This design comes from an exercise in tuning for small area, a short achievable clock period and few clock cycles on the open sky130 flow, not from production work.
The RTL was checked by simulation tests, not by an equivalence proof against the original design.
No activity file was given, so power comes from the tool's default toggle rates.

==> flow/flow/run.sh <==
#!/bin/bash
# Layout flow: the standard layout (standard.sh, from synthesis to the
# routed layout, unchanged), except that the port buffers are
# sky130_fd_sc_hd__buf_4 cells. Left to itself the placement step buffers the
# ports with a delay cell (clkdlybuf4s50_1), which the timing repair may only
# swap for other delay cells, so every path from an input or to an output
# carries about half a nanosecond of needless delay.
set -euo pipefail
export BUFFER_PORTS_ARGS="-buffer_cell sky130_fd_sc_hd__buf_4"
bash standard.sh finish > standard_flow.log 2>&1
==> flow/standard.sh <==
#!/bin/bash
# synth_recipe.tcl (not shown) runs the flow's synth.tcl, then flattens the netlist and writes it again
# the make line also repeats each setting of config.mk as NAME=value (left out here)
make -C /OpenROAD-flow-scripts/flow DESIGN_CONFIG=/design/flow/config.mk WORK_HOME=/design/flow/orfs CLKGATE_MAP_FILE= SYNTH_SCRIPT=/design/flow/synth_recipe.tcl "${@:-finish}"
==> flow/config.mk <==
export PLATFORM = sky130hd
export DESIGN_NAME = y86_pipe
export DESIGN_NICKNAME = y86_pipe
export VERILOG_FILES = /design/flow/design.v
export SDC_FILE = /design/flow/constraint.sdc
export NUM_CORES = 4
export LEC_CHECK = 0
export CAP_MARGIN = 20
export CORE_MARGIN = 2
export CORE_UTILIZATION = 55
export PLACE_DENSITY = 0.7
export SETUP_SLACK_MARGIN = 5
export SLEW_MARGIN = 20
export TNS_END_PERCENT = 10
==> flow/constraint.sdc <==
create_clock -name core_clock -period 9.0 [get_ports {clk}]
set_input_delay 1.8000 -clock core_clock [delete_from_list [all_inputs] [get_ports {clk}]]
set_output_delay 1.8000 -clock core_clock [all_outputs]
set_load 0.01 [all_outputs]
==> flow/design.v <==
module y86_pipe(input wire clk,
	input wire rst,
	output wire [63:0] imem_addr,
	input wire [79:0] imem_data,
	output wire [63:0] dmem_addr,
	output wire [63:0] dmem_wdata,
	output wire dmem_wen,
	input wire [63:0] dmem_rdata,
	output wire [1:0] stat);
	reg [9:0] pc;           
	reg pc_bad;             
	reg [2:0] cc;           
	reg [1:0] stop_stat;    
	reg [63:0] rf [0:14];
	reg [10:0] ras0, ras1;  
	reg a_v;                
	reg [1:0] a_fstat;      
	reg [9:0] a_pc;         
	reg a_pcbad;
	reg [1:0] a_alu;        
	reg a_ofm;              
	reg a_setcc;
	reg a_cmov;
	reg [3:0] a_ifun;
	reg a_jp;               
	reg [10:0] a_valP;      
	reg a_rd, a_wr;         
	reg a_aB;               
	reg a_ret;
	reg [3:0] a_wdst;       
	reg a_wM;
	reg a_rspE;             
	reg [1:0] a_sA, a_sB, a_sD;  
	reg [63:0] a_opA, a_opB, a_data;
	reg m_v;
	reg [1:0] m_fstat;
	reg m_merr;             
	reg m_rd, m_wr;
	reg m_ret;
	reg [9:0] m_addr;
	reg [10:0] m_rsp;       
	reg [14:0] m_fw;        
	reg m_rs;               
	reg m_wM;
	reg m_rspE;
	reg m_setcc;            
	reg m_of;
	reg [63:0] m_val;       
	reg r_miss;             
	reg [9:0] r_pc;         
	reg r_bad;
	wire mv = m_v;
	wire [1:0] m_code = (m_fstat != 2'd0) ? m_fstat : m_merr ? 2'd2 : 2'd0;
	wire stopping = mv & (m_code != 2'd0);
	wire halted = stop_stat != 2'd0;
	assign dmem_addr = {54'd0, m_addr};
	assign dmem_wdata = m_val;
	assign dmem_wen = mv & m_wr & ~m_merr;
	assign stat = stop_stat | (mv ? m_code : 2'd0);
	wire [10:0] rsp_m = m_rsp;
	wire [63:0] m_valE = m_rspE ? {53'd0, rsp_m} : m_val;
	wire [14:0] fw = m_fw & {15{~r_miss}};
	wire rs = m_rs & ~r_miss;
	wire [14:0] m_mk = fw | {10'd0, rs, 4'd0};
	wire [63:0] w = m_wM ? dmem_rdata : m_val;
	wire [2:0] cc_now = (mv & m_setcc) ? {m_val == 64'd0, m_val[63], m_of} : cc;
	always @(posedge clk) begin
		if (rst)
			cc <= 3'b100;
		else
			cc <= cc_now;
	end
	integer i;
	always @(posedge clk) begin
		for (i = 0; i < 15; i = i + 1)
			if (fw[i])
				rf[i] <= w;
			else if (i == 4 && rs)
				rf[i] <= {53'd0, rsp_m};
	end
	wire ret_bad = mv & m_ret & ((dmem_rdata[63:10] != 54'd0) | (dmem_rdata[9:0] != a_pc) | a_pcbad);
	always @(posedge clk) begin
		r_miss <= ~rst & ret_bad;
		r_pc <= dmem_rdata[9:0];
		r_bad <= dmem_rdata[63:10] != 54'd0;
	end
	wire ret_miss = r_miss;
	always @(posedge clk) begin
		if (rst)
			stop_stat <= 2'd0;
		else
			stop_stat <= stat;
	end
	wire [63:0] inv = {64{a_alu == 2'd1}};
	wire [63:0] opA = (a_sA == 2'd1) ? (m_valE ^ inv) : (a_sA == 2'd2) ? (dmem_rdata ^ inv) : a_opA;
	wire [63:0] opB = (a_sB == 2'd1) ? m_valE : (a_sB == 2'd2) ? dmem_rdata : a_opB;
	wire [63:0] data = (a_sD == 2'd1) ? m_valE : (a_sD == 2'd2) ? dmem_rdata : a_data;
	wire [64:0] sum_c = {opB, 1'b1} + {opA, a_alu == 2'd1};
	wire [63:0] sum = sum_c[64:1];
	wire [63:0] ax = opB ^ opA;
	wire [63:0] valE = (a_alu == 2'd2) ? (opB & opA) : (a_alu == 2'd3) ? ax : sum;
	wire a_of = a_ofm & (opA[63] == opB[63]) & (sum[63] != opB[63]);
	function cond(input [3:0] fn, input [2:0] c);
		cond = (fn == 4'h0) |
			(fn == 4'h1 & ((c[1] ^ c[0]) | c[2])) |
			(fn == 4'h2 & (c[1] ^ c[0])) |
			(fn == 4'h3 & c[2]) |
			(fn == 4'h4 & ~c[2]) |
			(fn == 4'h5 & ~(c[1] ^ c[0])) |
			(fn == 4'h6 & (~(c[1] ^ c[0]) & ~c[2]));
	endfunction
	wire a_cnd = cond(a_ifun, cc_now);
	wire [63:0] disp = a_aB ? 64'd0 : a_opA;
	wire [10:0] addr_c = {1'b0, opB[9:0]} + {1'b0, disp[9:0]};
	wire [53:0] hx = opB[63:10] ^ disp[63:10];
	wire [53:0] ho = opB[63:10] | disp[63:10];
	wire hi_zero = (&(hx[53:1] ~^ ho[52:0])) & (hx[0] == addr_c[10]);
	wire a_merr = ~hi_zero | (addr_c[9:3] == 7'h7f && addr_c[2:0] != 3'd0);
	wire jmis = a_v & a_jp & ~a_cnd;
	wire a_go = a_v & ~ret_miss & ~stopping & ~halted;
	always @(posedge clk) begin
		m_v <= ~rst & a_go & ~ret_bad;
		m_fstat <= a_fstat;
		m_merr <= (a_rd | a_wr) & a_merr;
		m_rd <= a_rd;
		m_wr <= a_wr;
		m_ret <= a_ret;
		m_addr <= addr_c[9:0];
		m_rsp <= {1'b0, addr_c[9:0]} + {7'd0, a_aB, 3'd0};
		for (i = 0; i < 15; i = i + 1)
			m_fw[i] <= ~rst & a_go & ~(a_cmov & ~a_cnd) & (a_wdst == i);
		m_rs <= ~rst & a_go & a_rspE & ~(a_wdst == 4'd4 & ~(a_cmov & ~a_cnd));
		m_wM <= a_wM;
		m_rspE <= a_rspE;
		m_setcc <= a_setcc;
		m_of <= a_of;
		m_val <= a_wr ? data : valE;
	end
	wire [3:0] icode = imem_data[7:4];
	wire [3:0] ifun = imem_data[3:0];
	wire [3:0] rA = imem_data[15:12];
	wire [3:0] rB = imem_data[11:8];
	wire ok = ~pc_bad;
	wire i_halt = icode == 4'h0;
	wire i_cmov = icode == 4'h2;
	wire i_irmov = icode == 4'h3;
	wire i_rmmov = icode == 4'h4;
	wire i_mrmov = icode == 4'h5;
	wire i_op = icode == 4'h6;
	wire i_jxx = icode == 4'h7;
	wire i_call = icode == 4'h8;
	wire i_ret = icode == 4'h9;
	wire i_push = icode == 4'hA;
	wire i_pop = icode == 4'hB;
	wire i_bad = icode > 4'hb;
	wire stk = i_push | i_pop | i_call | i_ret;
	wire need_reg = i_cmov | i_irmov | i_rmmov | i_mrmov | i_op | i_push | i_pop;
	wire need_valC = i_irmov | i_rmmov | i_mrmov | i_jxx | i_call;
	wire [63:0] valC = need_reg ? imem_data[79:16] : imem_data[71:8];
	wire [10:0] pc1 = {1'b0, pc} + 11'd1;
	wire [10:0] pc2 = {1'b0, pc} + 11'd2;
	wire [10:0] pc9 = {1'b0, pc} + 11'd9;
	wire [10:0] pc10 = {1'b0, pc} + 11'd10;
	wire [10:0] valP = need_valC ? (need_reg ? pc10 : pc9) : (need_reg ? pc2 : pc1);
	wire [1:0] d_fstat = pc_bad ? 2'd2 : i_bad ? 2'd3 : i_halt ? 2'd1 : 2'd0;
	wire [3:0] a_wd = (a_v & ~(a_cmov & ~a_cnd)) ? a_wdst : 4'hf;
	wire a_rE = a_v & a_rspE;
	function [1:0] pend(input [3:0] r);
		pend = (r != 4'hf && r == a_wd) ? (a_wM ? 2'd2 : 2'd1) :
			(r == 4'd4 && a_rE) ? 2'd1 : 2'd0;
	endfunction
	wire [1:0] pA = pend(rA);
	wire [1:0] pB = pend(rB);
	wire [1:0] pS = pend(4'd4);
	function [63:0] rdreg(input [3:0] r);
		reg [63:0] v;
		integer k;
		begin
			v = 64'd0;
			for (k = 0; k < 15; k = k + 1)
				v = v | ({64{r == k && !m_mk[k]}} & rf[k]);
			v = v | ({64{r != 4'hf && fw[r]}} & w);
			v = v | ({64{r == 4'd4 && rs}} & {53'd0, rsp_m});
			rdreg = v;
		end
	endfunction
	wire [63:0] rdA = rdreg(rA);
	wire [63:0] rdB = rdreg(rB);
	wire [63:0] rsp = fw[4] ? w : rs ? {53'd0, rsp_m} : rf[4];
	wire cc_busy = a_v & a_setcc;
	wire d_cnd = cond(ifun, cc_now);
	wire d_jp = i_jxx & cc_busy;
	wire d_take = i_call | (i_jxx & (cc_busy | d_cnd));
	wire d_go = ~jmis & ~ret_miss & ~stopping & ~halted;
	always @(posedge clk) begin
		if (rst) begin
			pc <= 10'd0;
			pc_bad <= 1'b0;
		end else if (ret_miss) begin
			pc <= r_pc;
			pc_bad <= r_bad;
		end else if (jmis) begin
			pc <= a_valP[9:0];
			pc_bad <= a_valP[10];
		end else if (d_take) begin
			pc <= valC[9:0];
			pc_bad <= valC[63:10] != 54'd0;
		end else if (i_ret) begin
			pc <= ras0[9:0];
			pc_bad <= ras0[10];
		end else begin
			pc <= valP[9:0];
			pc_bad <= valP[10];
		end
	end
	always @(posedge clk) begin
		if (d_go & ok & i_call) begin
			ras0 <= valP;
			ras1 <= ras0;
		end else if (d_go & ok & i_ret) begin
			ras0 <= ras1;
		end
	end
	always @(posedge clk) begin
		a_v <= ~rst & d_go;
		a_fstat <= d_fstat;
		a_pc <= pc;
		a_pcbad <= pc_bad;
		a_alu <= (ok & i_op & ifun == 4'd1) ? 2'd1 :
			(ok & i_op & ifun == 4'd2) ? 2'd2 :
			(ok & i_op & ifun == 4'd3) ? 2'd3 : 2'd0;
		a_ofm <= ok & i_op & (ifun == 4'd0 || ifun == 4'd1);
		a_setcc <= ok & i_op;
		a_cmov <= i_cmov;
		a_ifun <= ifun;
		a_jp <= ok & d_jp;
		a_valP <= valP;
		a_rd <= ok & (i_mrmov | i_pop | i_ret);
		a_wr <= ok & (i_rmmov | i_push | i_call);
		a_aB <= i_pop | i_ret;
		a_ret <= ok & i_ret;
		a_wdst <= ~ok ? 4'hf : (i_cmov | i_irmov | i_op) ? rB : (i_mrmov | i_pop) ? rA : 4'hf;
		a_wM <= i_mrmov | i_pop;
		a_rspE <= ok & stk;
		a_sA <= (i_cmov | i_op) ? pA : 2'd0;
		a_sB <= (i_op | i_rmmov | i_mrmov) ? pB : stk ? pS : 2'd0;
		a_sD <= (i_rmmov | i_push) ? pA : 2'd0;
		a_opA <= (i_op & ifun == 4'd1) ? ~rdA : (i_cmov | i_op) ? rdA :
			(i_irmov | i_rmmov | i_mrmov) ? valC :
			(i_push | i_call) ? -64'd8 :
			(i_pop | i_ret) ? 64'd8 : 64'd0;
		a_opB <= (i_op | i_rmmov | i_mrmov) ? rdB : stk ? rsp : 64'd0;
		a_data <= i_call ? {53'd0, valP} : rdA;
	end
	assign imem_addr = {54'd0, pc};
endmodule
==> results of run 1 <==
## power breakdown
| group | leakage (nW) | total, W | switching [W] | internal [W] |
|---|---|---|---|---|
| sequential | 12.0 | 0.00781 | 0.000512 | 0.00730 |
| clock | 2.36 | 0.00610 | 0.00260 | 0.00350 |
| combinational | 12.8 | 0.00366 | 0.00245 | 0.00121 |
## layer usage
layer	part of all wire (%)	wire length, um
met1	33	103400
met5	0.056	173
met3	19	60080
met4	7.6	23490
met2	40	122200
## synthesized netlist by cell type (all sizes together) (8+ instances only)
| cell | count | share of area [%] |
|---|---|---|
| clkbuf | 397 | 2.2 |
| mux2 | 115 | 1.9 |
| nand4 | 149 | 1.4 |
| xor2 | 98 | 1.3 |
| o221a | 63 | 1.0 |
| nor4 | 65 | 0.64 |
| or3 | 12 | 0.11 |
| ha | 131 | 2.4 |
| nor2 | 332 | 1.8 |
| o21ai | 205 | 1.5 |
| a2111oi | 9 | 0.17 |
| a211oi | 195 | 2.2 |
| o211ai | 26 | 0.29 |
| nor2b | 51 | 0.47 |
| nand3 | 168 | 1.2 |
| o22ai | 13 | 0.12 |
| a31oi | 15 | 0.15 |
| xnor2 | 161 | 2.1 |
| or2 | 11 | 0.10 |
| nand2 | 342 | 1.9 |
| dfxtp | 443 | 13 |
| o21bai | 21 | 0.23 |
| o21a | 63 | 0.69 |
| nor3 | 60 | 0.47 |
| and3 | 8 | 0.073 |
| nand2b | 148 | 1.4 |
| a222oi | 106 | 1.6 |
| a21oi | 212 | 1.6 |
| a22oi | 655 | 7.2 |
| a221o | 13 | 0.19 |
| o221ai | 100 | 1.3 |
| edfxtp | 918 | 40 |
| inv | 99 | 0.55 |
| and2 | 14 | 0.13 |
| buf | 201 | 1.8 |
| a211o | 15 | 0.19 |
| o31ai | 9 | 0.099 |
| mux2i | 140 | 2.1 |
| or4 | 8 | 0.088 |
| a221oi | 90 | 1.2 |
| a22o | 137 | 1.8 |
| a21o | 26 | 0.29 |
## sequential cells by signal (all words and copies together) (netlist names), 11 cells and up
signal  cells
a_opA      64
rf        960
m_rsp      11
ras1       11
m_fw       15
m_val      64
a_opB      64
a_valP     11
ras0       11
a_data     64
## worst reg2reg max path, cell delays in order, from the launching register on
cell,delay (ps)
dfxtp_1,360
nor2b_4,520
buf_6,420
a211oi_2,170
ha_2,420
nand2_4,120
nor4_4,380
o31ai_4,140
buf_12,160
a2111oi_4,270
buf_4,210
o2111ai_4,160
a2111oi_4,320
buf_4,210
o211ai_1,130
a21oi_2,190
mux2_4,320
a22oi_2,110
## metrics by stage
stage	cell area, sq um	util (%)	hold slack [ps]	setup WS (ps)	total power, W
6_report	78840	63.93	328.9	4297	0.01757
3_5_place_dp	71370	57.88	315.0	2358	0.01099
2_1_floorplan	68660	-	309.6	4121	0.009441
3_3_place_gp	71340	57.85	310.5	2460	0.01096
4_1_cts	77410	62.77	329.1	4289	0.01705
5_1_grt	78830	63.93	329.1	4259	0.01786
## worst paths after layout
check             slack, ps                  start                  to  cells after the start
setup / recovery       4300         dmem_rdata[12]   m_val[57]$_DFF_P_                     16
hold reg to reg         330  a_fstat[0]$_SDFF_PP0_  m_fstat[0]$_DFF_P_                      0
setup reg to reg       4310     a_sA[1]$_SDFF_PN0_   m_val[57]$_DFF_P_                     17
hold / removal          330  a_fstat[0]$_SDFF_PP0_  m_fstat[0]$_DFF_P_                      0
## cell type report
type                            instances  area, sq um
Inverter                              102        391.6
Clock inverter                         63        680.7
Antenna cell                            3        7.507
Sequential cell                      1361        36460
Clock buffer                          204         4149
Tap cell                             1637         2048
Multi-Input combinational cell       4162        30770
Fill cell                            9538        44480
Timing Repair Buffer                  477         4332
## cell families (layout without fill, tap and decap cells)
logic type	Yosys count	in the layout	synth area share (%)
multiplexers	256	256	4.012
AND/OR/NAND/NOR	1387	1390	9.995
flip-flops	1361	1361	53.45
other	1	111	0.005501
XOR/XNOR	259	259	3.328
AO/OA/AOI/OAI	2015	2015	22.23
buffers and inverters	700	846	4.508
adder cells (fa/ha/maj)	134	134	2.478
## what timing repair did
| action | 4_1_cts | 5_1_grt |
|---|---|---|
| gates cloned | 5 | 7 |
| pin swaps | 56 | 53 |
| setup buffers | 48 | 47 |
| gates resized for setup | 154 | 177 |
| endpoints found under the setup margin | 304 | 287 |
==> run summary, run 1 <==
post-synthesis sequential area ratio 53.45%; CP Launch Type input pin; met1 global-route usage 60.24%; Final Max Tran Viols 0; Detail Placement HPWL 186.8 mm; number of synthesized flops with an enable pin 918; Syn Std Cell Area 0.06817 sq mm; Layout Cells excl Fill 8,009; Residual DRC 0; CTS clock-pin slew for the worst setup and hold paths 60 ps; synth warn 2; Power Dens Cells 222.9 mW/mm^2; antenna viol nets, final 0; CP Data Arrival Time 5420 ps; count of final hold-check violations 0; Routed wire per std cell 38.63 um; vias in the first global route 56.68k; Cell Chain, Critical Path buf_4 -> o221a_2 -> ha_2 -> nand2_4 -> nor4_4 -> o31ai_4 -> buf_12 -> a2111oi_4 -> buf_4 -> o2111ai_4 -> a2111oi_4 -> buf_4 -> o211ai_1 -> a21oi_2 -> mux2_4 -> a22oi_2; most frequent cells in the layout edfxtp_1, a22oi_1, dfxtp_1; status no timing/DRC/antenna violations; Synth async-reset ratio 0%; Max Fclk 0.2126 GHz; Worst slew margin 7.455%; Buf+Inv Stages, Crit Path 4; 1st-pass router iterations 12; dpl cells 7,630; drt first-iter violations 13.74k; Clk Tree Root Cell clkbuf_16; most used routing layer met2; via density per instance 7.669; initial antenna violation count 10; ys flop type edfxtp_1; Setup Crit Path Kind in -> reg; GRT overflow 0; clock buffer depth 3; P&R area growth vs syn 15.65%; Final setup viols 0; core box area 0.1233 sq mm; first-pass GRT wire length 420.3 mm; share of layout cells above drive strength 1 18.15%; cell leakage power 27.18 nW; Crit Path Max Fanout 5; Worst-Skew Late Latency 810 ps; die footprint 0.1268 sq mm; Max Clock Skew 48.55 ps; clock sink total 1,361; Hold Path Class reg -> reg; #FFs+latches synth 1,361; Mapped Cells 6,113; TritonCTS clock tree built; Crit. End Element register; unrepaired setup endpoints after global routing yes; most common cell after layout, fill and taps aside edfxtp_1; Worst path slowest cell ha_2; # IOs 341; M3 GR Usage 20.87%; placer congestion estimate 1.120; largest net degree at the start of global routing 66; vias post-DR 61.42k; Starting Density 55.28%; total CTS buffers 143; fin crit period 4703 ps; Die Wd 356.1 um; Tcrit/Tclk final 52.26%; Worst VDD drop 0.2110 mV; Setup TNS 0 ps; row count 129; cts hold-fix bufs 0; Netlist cell types 92; port bufs 232; GR Util met2 63.42%; CP top delay family compound AO/OA/AOI/OAI gates; delay of the slowest critical-path stage 410 ps; Die Height 356.1 um; most used cell, CP buf_4; gr usage total 46.65%; H-tree depth 4; final WL 309.4 mm; Max-cap violations 0; worst endpoint required time 9710 ps; Syn Area/Cell 11.15 sq um; Slew @ Worst Pin 1375 ps; nets 6,526
Testbench counts, summed over its fixed seeds: cycles 20,243.
==> inputs of run 2 (changes only) <==
--- a/flow/design.v
+++ b/flow/design.v
@@ -45,5 +45,5 @@
 	reg m_rspE;
 	reg m_setcc;            
-	reg m_of;
+	reg m_zf, m_of;
 	reg [63:0] m_val;       
 	reg r_miss;             
@@ -62,7 +62,7 @@
 	wire [14:0] fw = m_fw & {15{~r_miss}};
 	wire rs = m_rs & ~r_miss;
-	wire [14:0] m_mk = fw | {10'd0, rs, 4'd0};
+	wire [14:0] m_mk = m_fw | {10'd0, m_rs, 4'd0};
 	wire [63:0] w = m_wM ? dmem_rdata : m_val;
-	wire [2:0] cc_now = (mv & m_setcc) ? {m_val == 64'd0, m_val[63], m_of} : cc;
+	wire [2:0] cc_now = (mv & m_setcc) ? {m_zf, m_val[63], m_of} : cc;
 	always @(posedge clk) begin
 		if (rst)
@@ -101,4 +101,8 @@
 	wire [63:0] valE = (a_alu == 2'd2) ? (opB & opA) : (a_alu == 2'd3) ? ax : sum;
 	wire a_of = a_ofm & (opA[63] == opB[63]) & (sum[63] != opB[63]);
+	wire [63:0] ao = opB | opA;
+	wire sum_zero = (&(ax[63:1] ~^ ao[62:0])) & (ax[0] == (a_alu == 2'd1));
+	wire [63:0] lres = a_alu[0] ? ax : (opB & opA);
+	wire a_zf = a_alu[1] ? (lres == 64'd0) : sum_zero;
 	function cond(input [3:0] fn, input [2:0] c);
 		cond = (fn == 4'h0) |
@@ -135,4 +139,5 @@
 		m_setcc <= a_setcc;
 		m_of <= a_of;
+		m_zf <= a_zf;
 		m_val <= a_wr ? data : valE;
 	end
@@ -180,6 +185,6 @@
 			for (k = 0; k < 15; k = k + 1)
 				v = v | ({64{r == k && !m_mk[k]}} & rf[k]);
-			v = v | ({64{r != 4'hf && fw[r]}} & w);
-			v = v | ({64{r == 4'd4 && rs}} & {53'd0, rsp_m});
+			v = v | ({64{r != 4'hf && m_fw[r]}} & w);
+			v = v | ({64{r == 4'd4 && m_rs}} & {53'd0, rsp_m});
 			rdreg = v;
 		end
@@ -187,5 +192,5 @@
 	wire [63:0] rdA = rdreg(rA);
 	wire [63:0] rdB = rdreg(rB);
-	wire [63:0] rsp = fw[4] ? w : rs ? {53'd0, rsp_m} : rf[4];
+	wire [63:0] rsp = m_fw[4] ? w : m_rs ? {53'd0, rsp_m} : rf[4];
 	wire cc_busy = a_v & a_setcc;
 	wire d_cnd = cond(ifun, cc_now);
==> run 2 against run 1 <==
Against the previous run:
- non-clock buffer count increased by 15
- global-route usage increased by 4.5 points
- setup slack improved by 160 ps
- combinational power is 7.7% higher
- core utilization down 0.13 points
- clock power hardly changed
- hold slack better by 6.7 ps
- critical path depth is 4 lower
- maximum frequency grew 3.5%
- critical path type unchanged
- largest cell class unchanged
==> run summary, run 2 <==
max reg flops 960; H-tree depth 4; Residual DRC 0; most common cell after layout, fill and taps aside edfxtp_1; via density per instance 7.741; Worst Reg-to-Reg Cells 14; clock network fraction of total power 34.4%; P&R area growth vs syn 14.77%; CTS clock-pin slew for the worst setup and hold paths 60 ps; Starting Density 55.60%; Detail Placement HPWL 229.1 mm; Crit Path Max Fanout 13; Power Dens Cells 217.9 mW/mm^2; r2r setup slk 4480 ps; R2R Path Start a_sA[0]$_SDFF_PN0_; GRT overflow 0; CP Data Arrival Time 5290 ps; ys flop type edfxtp_1; Syn Std Cell Area 0.07108 sq mm; Die Wd 363.5 um; Setup Crit Path Kind in -> reg; antenna viol nets, final 0; initial antenna violation count 18; 1st-pass router iterations 13; gr usage total 51.13%; Die Height 363.5 um; Max Fclk 0.2201 GHz; Hold Path Class reg -> reg; largest net degree at the start of global routing 70; Worst-Skew Late Latency 830 ps; Worst VDD drop 0.2243 mV; Setup TNS 0 ps; unrepaired setup endpoints after global routing yes; RR Endpoint m_zf$_DFF_P_; Net Sw Frac 32.90%; multi-input logic area 0.03244 sq mm; clock sink total 1,362; Synth top area share 41.49%; nets 6,922; #FFs+latches synth 1,362; final WL 348.6 mm; core box area 0.1278 sq mm; drt first-iter violations 15.48k; hold_sp a_fstat[0]$_SDFF_PP0_; Synth async-reset ratio 0%; setup slack after layout 4456 ps; Tcrit/Tclk final 50.48%; Sw Pwr 0.005848 W; vias in the first global route 58.73k; Routed wire per std cell 41.63 um; ranking of synthesized cells by area edfxtp_1, dfxtp_1, a22oi_1; Final setup viols 0; die footprint 0.1321 sq mm; row count 131; register area 0.03712 sq mm; Largest Register rf; status no timing/DRC/antenna violations; vias post-DR 64.81k; Gate power share 22.1%; number of synthesized flops with an enable pin 982; Worst slew margin 9.213%; Crit. End Element register; top post-synthesis cells by count edfxtp_1, a22oi_1, clkbuf_1; hold path cells 0; most frequent cells in the layout edfxtp_1, a22oi_1, buf_4; port bufs 232; Mapped Cells 6,461; top-count cell post-synth edfxtp_1; placer congestion estimate 1.137; clock buffer depth 3; worst endpoint required time 9750 ps; count of final hold-check violations 0; worst slack at placement 2816 ps; CP Launch Type input pin; Slew @ Worst Pin 1324 ps; synth warn 2; fin crit period 4544 ps; # IOs 341; first-pass GRT wire length 469.8 mm; FILL cells 9,861; post-layout util 63.80%; Final Max Tran Viols 0; Clk Tree Root Cell clkbuf_16; TritonCTS clock tree built; Internal 0.01193 W; Max Clock Skew 62.39 ps; sequential power share 43.4%; cts hold-fix bufs 0; total CTS buffers 143; Netlist cell types 82; post-synthesis sequential area ratio 52.19%; share of layout cells above drive strength 1 16.95%; Syn Area/Cell 11.00 sq um; Max-cap violations 0; cell leakage power 28.98 nW; Synth area leader edfxtp_1; Hold EP m_fstat[0]$_DFF_P_
## run 2: repair_timing
action | 4_1_cts | 5_1_grt
setup endpoints to repair | 157 | 209
cloned | 1 | 3
resized for setup | 191 | 98
setup buffers | 55 | 28
pin swaps | 52 | 46
## run 2: routing by layer
layer / up-vias / global-route usage, % / wire (um)
met2: 7165 / 71.20 / 138000
met4: 20 / 26.84 / 27350
met1: 30730 / 65.66 / 119200
met3: 1618 / 24.35 / 63700
li1: 25280 / - / -
met5: - / 0.5810 / 340
## run 2: critical path, cell delays in order
cell and delay (ps):
buf_4 150, xor2_1 170, o221a_2 320, ha_4 270, buf_4 190, or4_4 540
nor4_2 160, nand4b_1 130, a222oi_1 870, o221ai_1 350, o21ai_2 180, buf_4 150
## run 2: how the worst max path moves through the flow
stage                              start           endpoint  slack, ps
final                     dmem_rdata[40]       m_zf$_DFF_P_       4460
after global routing       dmem_rdata[1]  m_val[62]$_DFF_P_       4420
after CTS                 dmem_rdata[40]       m_zf$_DFF_P_       4530
after detailed placement   dmem_rdata[8]       m_zf$_DFF_P_       2820
after global placement     dmem_rdata[8]       m_zf$_DFF_P_       2620
after floorplan            dmem_rdata[1]  m_val[62]$_DFF_P_       4210
## run 2: area by class of cell
cell class              instances  area share, %
diodes                         10        0.03068
clock buffers                 179          4.727
clock inverters                87          1.219
inverters                     248          1.143
multi-input cells            4333          39.77
flip-flops and latches       1362          45.51
well taps                    1662          2.549
repair buffers                492          5.051
## run 2: logic make-up (layout without fill, tap and decap cells)
family / count (synthesis) / count (layout) / share of synthesized area (%)
AO/OA/AOI/OAI: 2119 / 2119 / 21.99
XOR/XNOR: 307 / 307 / 3.783
adder cells (fa/ha/maj): 197 / 197 / 3.485
buffers and inverters: 876 / 1006 / 5.278
flip-flops: 1362 / 1362 / 52.19
multiplexers: 241 / 241 / 3.632
other: 1 / 118 / 0.005276
AND/OR/NAND/NOR: 1358 / 1361 / 9.638
## run 2: stage by stage
step | cells | total power (W) | hold slack (ps) | area [sq um]
after global placement | 8010 | 0.01123 | 312.7 | 74520
after floorplan | 6568 | 0.009498 | 309.6 | 71720
after detailed placement | 8010 | 0.01125 | 323.1 | 74520
after CTS | 8332 | 0.01735 | 336.9 | 80790
after global routing | 8363 | 0.01804 | 336.2 | 81550
final | 8373 | 0.01778 | 335.6 | 81570
## run 2: power groups by stage
stage,sequential (W),clock [W],combinational (W)
after detailed placement,0.00778,0,0.00347
after global placement,0.00779,0,0.00345
after floorplan,0.00757,0,0.00193
after CTS,0.00765,0.00608,0.00362
final,0.00772,0.00612,0.00394
after global routing,0.00769,0.00634,0.00401
Testbench counts of run 2, summed over its fixed seeds: cycles 20,243.

## port drivers added, routing unchanged
How much do the figures lean on ideal ports? The routed layouts below were timed once more, with nothing changed but the port constraints.
Step 1 sets driving cells, clkbuf_16 on the clock port and buf_2 on the other inputs (assumed; they add their load-dependent delay and slew).
Step 2 adds t to the input delays and takes it off the output delays; t is the mean of the earliest and latest rising clock arrival at the registers after step 1. Input paths then give back, and output paths get back, about the clock's delay inside the block.
Three values: ideal, step 1, step 2; two values: the first two.
run | shift t [ns] | slack for setup (ns) | pins driven straight from the clock port
run 1 | 0.867 | 4.297 / 4.312 / 3.474 | 1
run 2 | 0.871 | 4.456 / 4.483 / 3.638 | 1
After both steps setup and hold are still met in every run listed. The setup slack of run 1, which loses most, moves by +0.015 ns with the drivers and by -0.823 ns with both steps.
